From an optimization exercise on the open Yosys and OpenROAD flow, aimed at small area; shortcuts taken in it are not production practice.
Function was checked by simulation only, so behaviour that the tests miss may differ from the original.
Power and IR drop assume default switching activity.

==> flow/design.v <==
module uart_receiver
(
    input            clock,
    input            reset_n,
    input            rx,
    output reg [3:0] nib,
    output           is_r,
    output           byte_ready
);
    reg rx_sync1, rx_sync, prev_rx_sync;
    always @(posedge clock or negedge reset_n)
        if (!reset_n) begin
            rx_sync1     <= 1'b1;
            rx_sync      <= 1'b1;
            prev_rx_sync <= 1'b1;
        end else begin
            rx_sync1     <= rx;
            rx_sync      <= rx_sync1;
            prev_rx_sync <= rx_sync;
        end
    wire start_bit_edge = prev_rx_sync & !rx_sync;
    reg [3:0]  st;
    reg [12:0] cnt;
    reg        hi_r;
wire [12:0] cnt_x  = cnt ^ 13'h1555;
wire [12:0] cnt_nx = {cnt_x[11:0], ~(cnt_x[12]^cnt_x[3]^cnt_x[2]^cnt_x[0])} ^ 13'h1555;
    wire idle  = (st == 4'd0);
    wire done  = (cnt == 13'h37c);
    wire load  = idle & start_bit_edge;
    wire shift = !idle & !byte_ready & done;
    assign byte_ready = (st == 4'd9);
    assign is_r = hi_r & (nib == 4'h2);
    always @(posedge clock or negedge reset_n)
        if (!reset_n)
            st <= 4'd0;
        else if (byte_ready)
            st <= 4'd0;
        else if (load | shift)
            st <= st + 4'd1;
    always @(posedge clock) begin
        if (load)
            cnt <= 13'h0;
        else if (done)
            cnt <= 13'h719;
        else
            cnt <= cnt_nx;
        if (shift & (st <= 4'd4))
            nib <= {rx, nib[3:1]};
        if (shift & (st >= 4'd5))
            hi_r <= (hi_r | (st == 4'd5)) & (rx == st[0]);
    end
endmodule
module sonn
(
    input         clock,
    input         reset_n,
    input         rx,
    output [15:0] hword
);
wire [3:0] nib;
wire       is_r;
wire       byte_ready;
reg  [1:0]  count2;
reg  [7:0]  digits;    
reg         wload;     
reg  [11:0] hw;
always @(posedge clock)
    if (!reset_n) begin
        count2 <= 2'd0;
        wload  <= 1'b0;
        hw     <= 12'd0;
    end else begin
        wload <= byte_ready & (count2 == 2'd3);
        if (wload)
            hw <= {digits, nib};
        if (byte_ready)
            case (count2)
                2'd0: if (is_r) count2 <= 2'd1;
                2'd1: count2 <= 2'd2;
                2'd2: count2 <= 2'd3;
                2'd3: count2 <= 2'd0;
            endcase
    end
always @(posedge clock)
    if (byte_ready) begin
        if (count2 == 2'd1) digits[7:4] <= nib;
        if (count2 == 2'd2) digits[3:0] <= nib;
    end
assign hword = {4'b0000, hw};
uart_receiver uart(.clock(clock), .reset_n(reset_n), .rx(rx),
                   .nib(nib), .is_r(is_r), .byte_ready(byte_ready));
endmodule
module note(clk, reset_n, noteout);
input clk, reset_n;
output reg noteout;
reg [14:0] cnt;
wire [14:0] cnt_x  = cnt ^ 15'h5555;
wire [14:0] cnt_nx = {cnt_x[13:0], ~(cnt_x[14]^cnt_x[13])} ^ 15'h5555;
always @(posedge clk)
    if (!reset_n) begin
        noteout <= 1'b0;
        cnt     <= 15'h0;
    end else if (cnt == 15'h41aa) begin
        cnt     <= 15'h0;
        noteout <= ~noteout;
    end else
        cnt <= cnt_nx;
endmodule
module buzz(clk, reset_n, en, tim, tone);
input clk, reset_n, en;
input [1:0] tim;
output reg tone;
wire noteout;
note note1(.clk(clk), .reset_n(reset_n), .noteout(noteout));
reg [1:0]  tim_r;
reg [19:0] lo;
reg        lo_z, lo_o;
reg [5:0]  hi;
reg        ene;
wire [19:0] lo_x  = lo ^ 20'h55555;
wire [19:0] lo_nx = {lo_x[18:0], ~(lo_x[19]^lo_x[16])} ^ 20'h55555;
reg [5:0] hon, hoff;
always @*
    case (tim_r)
        2'd0: begin hon = 6'd5;  hoff = 6'd12; end
        2'd1: begin hon = 6'd10; hoff = 6'd20; end
        2'd2: begin hon = 6'd25; hoff = 6'd35; end
        default: begin hon = 6'd50; hoff = 6'd60; end
    endcase
wire lo_wrap = (lo == 20'h41653);
wire restart = (lo_z & (hi == hoff)) | (lo_o & (hi == 6'd60));
wire lo_clr  = restart | lo_wrap;
always @(posedge clk) begin
    tim_r <= tim;
    lo_o  <= lo_z;
    if (!reset_n) begin
        lo   <= 20'h0;
        lo_z <= 1'b1;
        hi   <= 6'd0;
        ene  <= 1'b0;
    end else begin
        lo_z <= lo_clr;
        lo   <= lo_clr ? 20'h0 : lo_nx;
        hi   <= restart ? 6'd0 : hi + {5'd0, lo_wrap};
        if (restart)
            ene <= 1'b0;
        else if (lo_z & (hi == hon))
            ene <= 1'b1;
    end
end
always @(posedge clk)
    tone <= en & noteout & ene;
endmodule
module sonic(clk, trig, reset_n, en, echo, out);
input clk, echo, reset_n, en;
output reg trig;
output [23:0] out;
reg [21:0] cp;
wire [21:0] cp_x  = cp ^ 22'h155555;
wire [21:0] cp_nx = {cp_x[20:0], ~(cp_x[21]^cp_x[20])} ^ 22'h155555;
reg [11:0] r;
reg [9:0]  q;
reg [9:0]  oq;
wire [11:0] r_x  = r ^ 12'h0;
wire [11:0] r_nx = {r_x[10:0], ~(r_x[11]^r_x[5]^r_x[3]^r_x[0])} ^ 12'h0;
wire rwrap = (r == 12'h8a6);
wire qsat  = q[9] & q[8];
wire wend = (cp == 22'h1afe2e);
always @(posedge clk)
    if (!reset_n) begin
        cp   <= 22'h0;
        trig <= 1'b0;
        r    <= 12'h0;
        q    <= 10'd0;
        oq   <= 10'd0;
    end else if (en) begin
        cp <= wend ? 22'h0 : cp_nx;
        if (cp == 22'h3fffff)
            trig <= 1'b1;
        if (cp == 22'h932ab)
            trig <= 1'b0;
        if (wend) begin
            oq <= q;
            r  <= 12'h0;
            q  <= 10'd0;
        end else if (echo) begin
            r <= rwrap ? 12'h0 : r_nx;
            if ((q == 10'd620) & (r == 12'hd15))
                q <= 10'h3ff;
            else if (rwrap & !qsat)
                q <= q + 10'd1;
        end
    end
assign out = {12'd0, {2{oq[9] & oq[8]}}, oq};
endmodule
module usonic_top
(
    input         clk,
    input         reset_n,
    input         rx,         
    input         echo,       
    input  [ 3:0] control,    
    output [15:0] hword,      
    output [23:0] usonic,     
    output        trig,       
    output        tone        
);
sonn sonna
(
 .clock   ( clk     ),
 .reset_n ( reset_n ),
 .rx      ( rx      ),
 .hword   ( hword   )
);
buzz buzz
(
 .clk     ( clk          ),
 .reset_n ( reset_n      ),
 .en      ( control[0]   ),
 .tim     ( control[2:1] ),
 .tone    ( tone         )
);
sonic sonica
(
 .clk     ( clk        ),
 .trig    ( trig       ),
 .reset_n ( reset_n    ),
 .en      ( control[3] ),
 .echo    ( echo       ),
 .out     ( usonic     )
);
endmodule
==> flow/config.mk <==
export PLATFORM = sky130hd
export DESIGN_NAME = usonic_top
export DESIGN_NICKNAME = usonic_top
export VERILOG_FILES = /design/flow/design.v
export SDC_FILE = /design/flow/constraint.sdc
export NUM_CORES = 4
export LEC_CHECK = 0
export CAP_MARGIN = 20
export CORE_MARGIN = 2
export CORE_UTILIZATION = 70
export SLEW_MARGIN = 20
==> flow/constraint.sdc <==
create_clock -name core_clock -period 20.0 [get_ports {clk}]
set_input_delay 4.0000 -clock core_clock [delete_from_list [all_inputs] [get_ports {clk}]]
set_output_delay 4.0000 -clock core_clock [all_outputs]
set_load 0.01 [all_outputs]
standard.sh (not shown) runs the stock make flow with config.mk's settings and CLKGATE_MAP_FILE= SYNTH_SCRIPT=/design/flow/synth_recipe.tcl, a recipe that flattens the netlist after the stock synthesis.
==> flow/flow/run.sh <==
#!/bin/bash
# Own layout flow: the standard flow (standard.sh) with
#  - synthesis as standard, but ABC maps the logic with flow/abc_map.script
#    (area-oriented); registers are mapped before ABC, so they are unchanged;
#  - port buffers made of the smallest buffer cell, one tie cell for all
#    constant outputs;
#  - clock tree of clkbuf_8 without dummy loads.
# Each step's output goes to its own log file here.
set -euo pipefail
HERE=$PWD
rm -rf "$HERE/scripts_abc"
cp -r "$FLOW_HOME/scripts" "$HERE/scripts_abc"
cp "$HERE/flow/abc_map.script" "$HERE/scripts_abc/abc_speed.script"
bash standard.sh "SCRIPTS_DIR=$HERE/scripts_abc" synth > "$HERE/log_synth.log" 2>&1
bash standard.sh \
  "BUFFER_PORTS_ARGS=-buffer_cell sky130_fd_sc_hd__buf_1" \
  "SKIP_REPAIR_TIE_FANOUT=1" \
  "CTS_ARGS=-sink_clustering_enable -repair_clock_nets -dont_use_dummy_load -buf_list sky130_fd_sc_hd__clkbuf_8" \
  finish > "$HERE/log_layout.log" 2>&1
==> flow/flow/abc_map.script <==
strash
&get -n
&st
&dch
&nf
&st
&syn2
&if -g -K 6
&synch2
&nf
&put
strash
dch -f
amap
strash
dch -f
amap
topo
dnsize -c
The baseline finished clean.
==> next run, changes <==
--- a/flow/design.v
+++ b/flow/design.v
@@ -22,10 +22,8 @@
     reg [3:0]  st;
     reg [12:0] cnt;
     reg        hi_r;
-wire [12:0] cnt_x  = cnt ^ 13'h1555;
-wire [12:0] cnt_nx = {cnt_x[11:0], ~(cnt_x[12]^cnt_x[3]^cnt_x[2]^cnt_x[0])} ^ 13'h1555;
     wire idle  = (st == 4'd0);
-    wire done  = (cnt == 13'h37c);
+    wire done  = (cnt == 13'd1412);
     wire load  = idle & start_bit_edge;
     wire shift = !idle & !byte_ready & done;
     assign byte_ready = (st == 4'd9);
@@ -39,11 +37,11 @@
             st <= st + 4'd1;
     always @(posedge clock) begin
         if (load)
-            cnt <= 13'h0;
+            cnt <= 13'd0;
         else if (done)
-            cnt <= 13'h719;
+            cnt <= 13'd2347;
         else
-            cnt <= cnt_nx;
+            cnt <= {cnt[11:0], ~(cnt[12]^cnt[3]^cnt[2]^cnt[0])};
         if (shift & (st <= 4'd4))
             nib <= {rx, nib[3:1]};
         if (shift & (st >= 4'd5))
@@ -94,17 +92,15 @@
 input clk, reset_n;
 output reg noteout;
 reg [14:0] cnt;
-wire [14:0] cnt_x  = cnt ^ 15'h5555;
-wire [14:0] cnt_nx = {cnt_x[13:0], ~(cnt_x[14]^cnt_x[13])} ^ 15'h5555;
 always @(posedge clk)
     if (!reset_n) begin
         noteout <= 1'b0;
-        cnt     <= 15'h0;
-    end else if (cnt == 15'h41aa) begin
-        cnt     <= 15'h0;
+        cnt     <= 15'd0;
+    end else if (cnt == 15'd17151) begin
+        cnt     <= 15'd0;
         noteout <= ~noteout;
     end else
-        cnt <= cnt_nx;
+        cnt <= {cnt[13:0], ~(cnt[14]^cnt[13])};
 endmodule
 module buzz(clk, reset_n, en, tim, tone);
 input clk, reset_n, en;
@@ -117,8 +113,6 @@
 reg        lo_z, lo_o;
 reg [5:0]  hi;
 reg        ene;
-wire [19:0] lo_x  = lo ^ 20'h55555;
-wire [19:0] lo_nx = {lo_x[18:0], ~(lo_x[19]^lo_x[16])} ^ 20'h55555;
 reg [5:0] hon, hoff;
 always @*
     case (tim_r)
@@ -127,20 +121,20 @@
         2'd2: begin hon = 6'd25; hoff = 6'd35; end
         default: begin hon = 6'd50; hoff = 6'd60; end
     endcase
-wire lo_wrap = (lo == 20'h41653);
+wire lo_wrap = (lo == 20'd801525);
 wire restart = (lo_z & (hi == hoff)) | (lo_o & (hi == 6'd60));
 wire lo_clr  = restart | lo_wrap;
 always @(posedge clk) begin
     tim_r <= tim;
     lo_o  <= lo_z;
     if (!reset_n) begin
-        lo   <= 20'h0;
+        lo   <= 20'd0;
         lo_z <= 1'b1;
         hi   <= 6'd0;
         ene  <= 1'b0;
     end else begin
         lo_z <= lo_clr;
-        lo   <= lo_clr ? 20'h0 : lo_nx;
+        lo   <= lo_clr ? 20'd0 : {lo[18:0], ~(lo[19]^lo[16])};
         hi   <= restart ? 6'd0 : hi + {5'd0, lo_wrap};
         if (restart)
             ene <= 1'b0;
@@ -156,36 +150,32 @@
 output reg trig;
 output [23:0] out;
 reg [21:0] cp;
-wire [21:0] cp_x  = cp ^ 22'h155555;
-wire [21:0] cp_nx = {cp_x[20:0], ~(cp_x[21]^cp_x[20])} ^ 22'h155555;
 reg [11:0] r;
 reg [9:0]  q;
 reg [9:0]  oq;
-wire [11:0] r_x  = r ^ 12'h0;
-wire [11:0] r_nx = {r_x[10:0], ~(r_x[11]^r_x[5]^r_x[3]^r_x[0])} ^ 12'h0;
-wire rwrap = (r == 12'h8a6);
+wire cend  = (cp == 22'd3080819);
+wire rwrap = (r == 12'd2214);
 wire qsat  = q[9] & q[8];
-wire wend = (cp == 22'h1afe2e);
 always @(posedge clk)
     if (!reset_n) begin
-        cp   <= 22'h0;
+        cp   <= 22'd0;
+        r    <= 12'd0;
+        q    <= 10'd0;
         trig <= 1'b0;
-        r    <= 12'h0;
-        q    <= 10'd0;
         oq   <= 10'd0;
     end else if (en) begin
-        cp <= wend ? 22'h0 : cp_nx;
-        if (cp == 22'h3fffff)
+        cp <= cend ? 22'd0 : {cp[20:0], ~(cp[21]^cp[20])};
+        if (cp == 22'd1)
             trig <= 1'b1;
-        if (cp == 22'h932ab)
+        if (cp == 22'd1791997)
             trig <= 1'b0;
-        if (wend) begin
+        if (cend) begin
             oq <= q;
-            r  <= 12'h0;
+            r  <= 12'd0;
             q  <= 10'd0;
         end else if (echo) begin
-            r <= rwrap ? 12'h0 : r_nx;
-            if ((q == 10'd620) & (r == 12'hd15))
+            r <= rwrap ? 12'd0 : {r[10:0], ~(r[11]^r[5]^r[3]^r[0])};
+            if ((q == 10'd620) & (r == 12'd3349))
                 q <= 10'h3ff;
             else if (rwrap & !qsat)
                 q <= q + 10'd1;
After rerunning: Total power shrinks by a little under a tenth. Area after synthesis climbs slightly. Core utilization shrinks by 1.8 points. Combinational power went down by a quarter to a third. Flip-flop and latch count stays the same. Wire length drops by a few percent. Clock skew goes down by 8.9 ps.

-- re-timing with driven ports --
Ports are ideal in the flow. The routed layouts listed here were re-timed in OpenROAD. Step 1 (the two cells are an assumption about what drives the block):
set clk [get_ports {clk}]
set_driving_cell -lib_cell sky130_fd_sc_hd__clkbuf_16 $clk
set_driving_cell -lib_cell sky130_fd_sc_hd__buf_2 [delete_from_list [all_inputs] $clk]
Step 2 adds t to the input delays and takes it off the output delays; t is the mean of the earliest and latest rising clock arrival at the registers after step 1. Input paths then give back, and output paths get back, about the clock's delay inside the block. Three values: no drivers, after step 1, after step 2; two values: the first two.
| run | t (ns) | setup WS [ns] | worst hold slack (ns) | worst register clock-pin slew, ns | pins driven straight from the clock port |
|---|---|---|---|---|---|
| the first run | 0.459 | 13.677 / 13.679 / 13.221 | 0.361 / 0.361 / 0.361 | 0.10 / 0.10 | 1 |
| the second run | 0.446 | 13.797 / 13.807 / 13.361 | 0.364 / 0.364 / 0.364 | 0.08 / 0.08 | 1 |
After both steps every run listed still meets setup and hold. For the first run, which loses most, drivers alone change the setup slack by +0.002 ns; drivers and shift together by -0.456 ns.
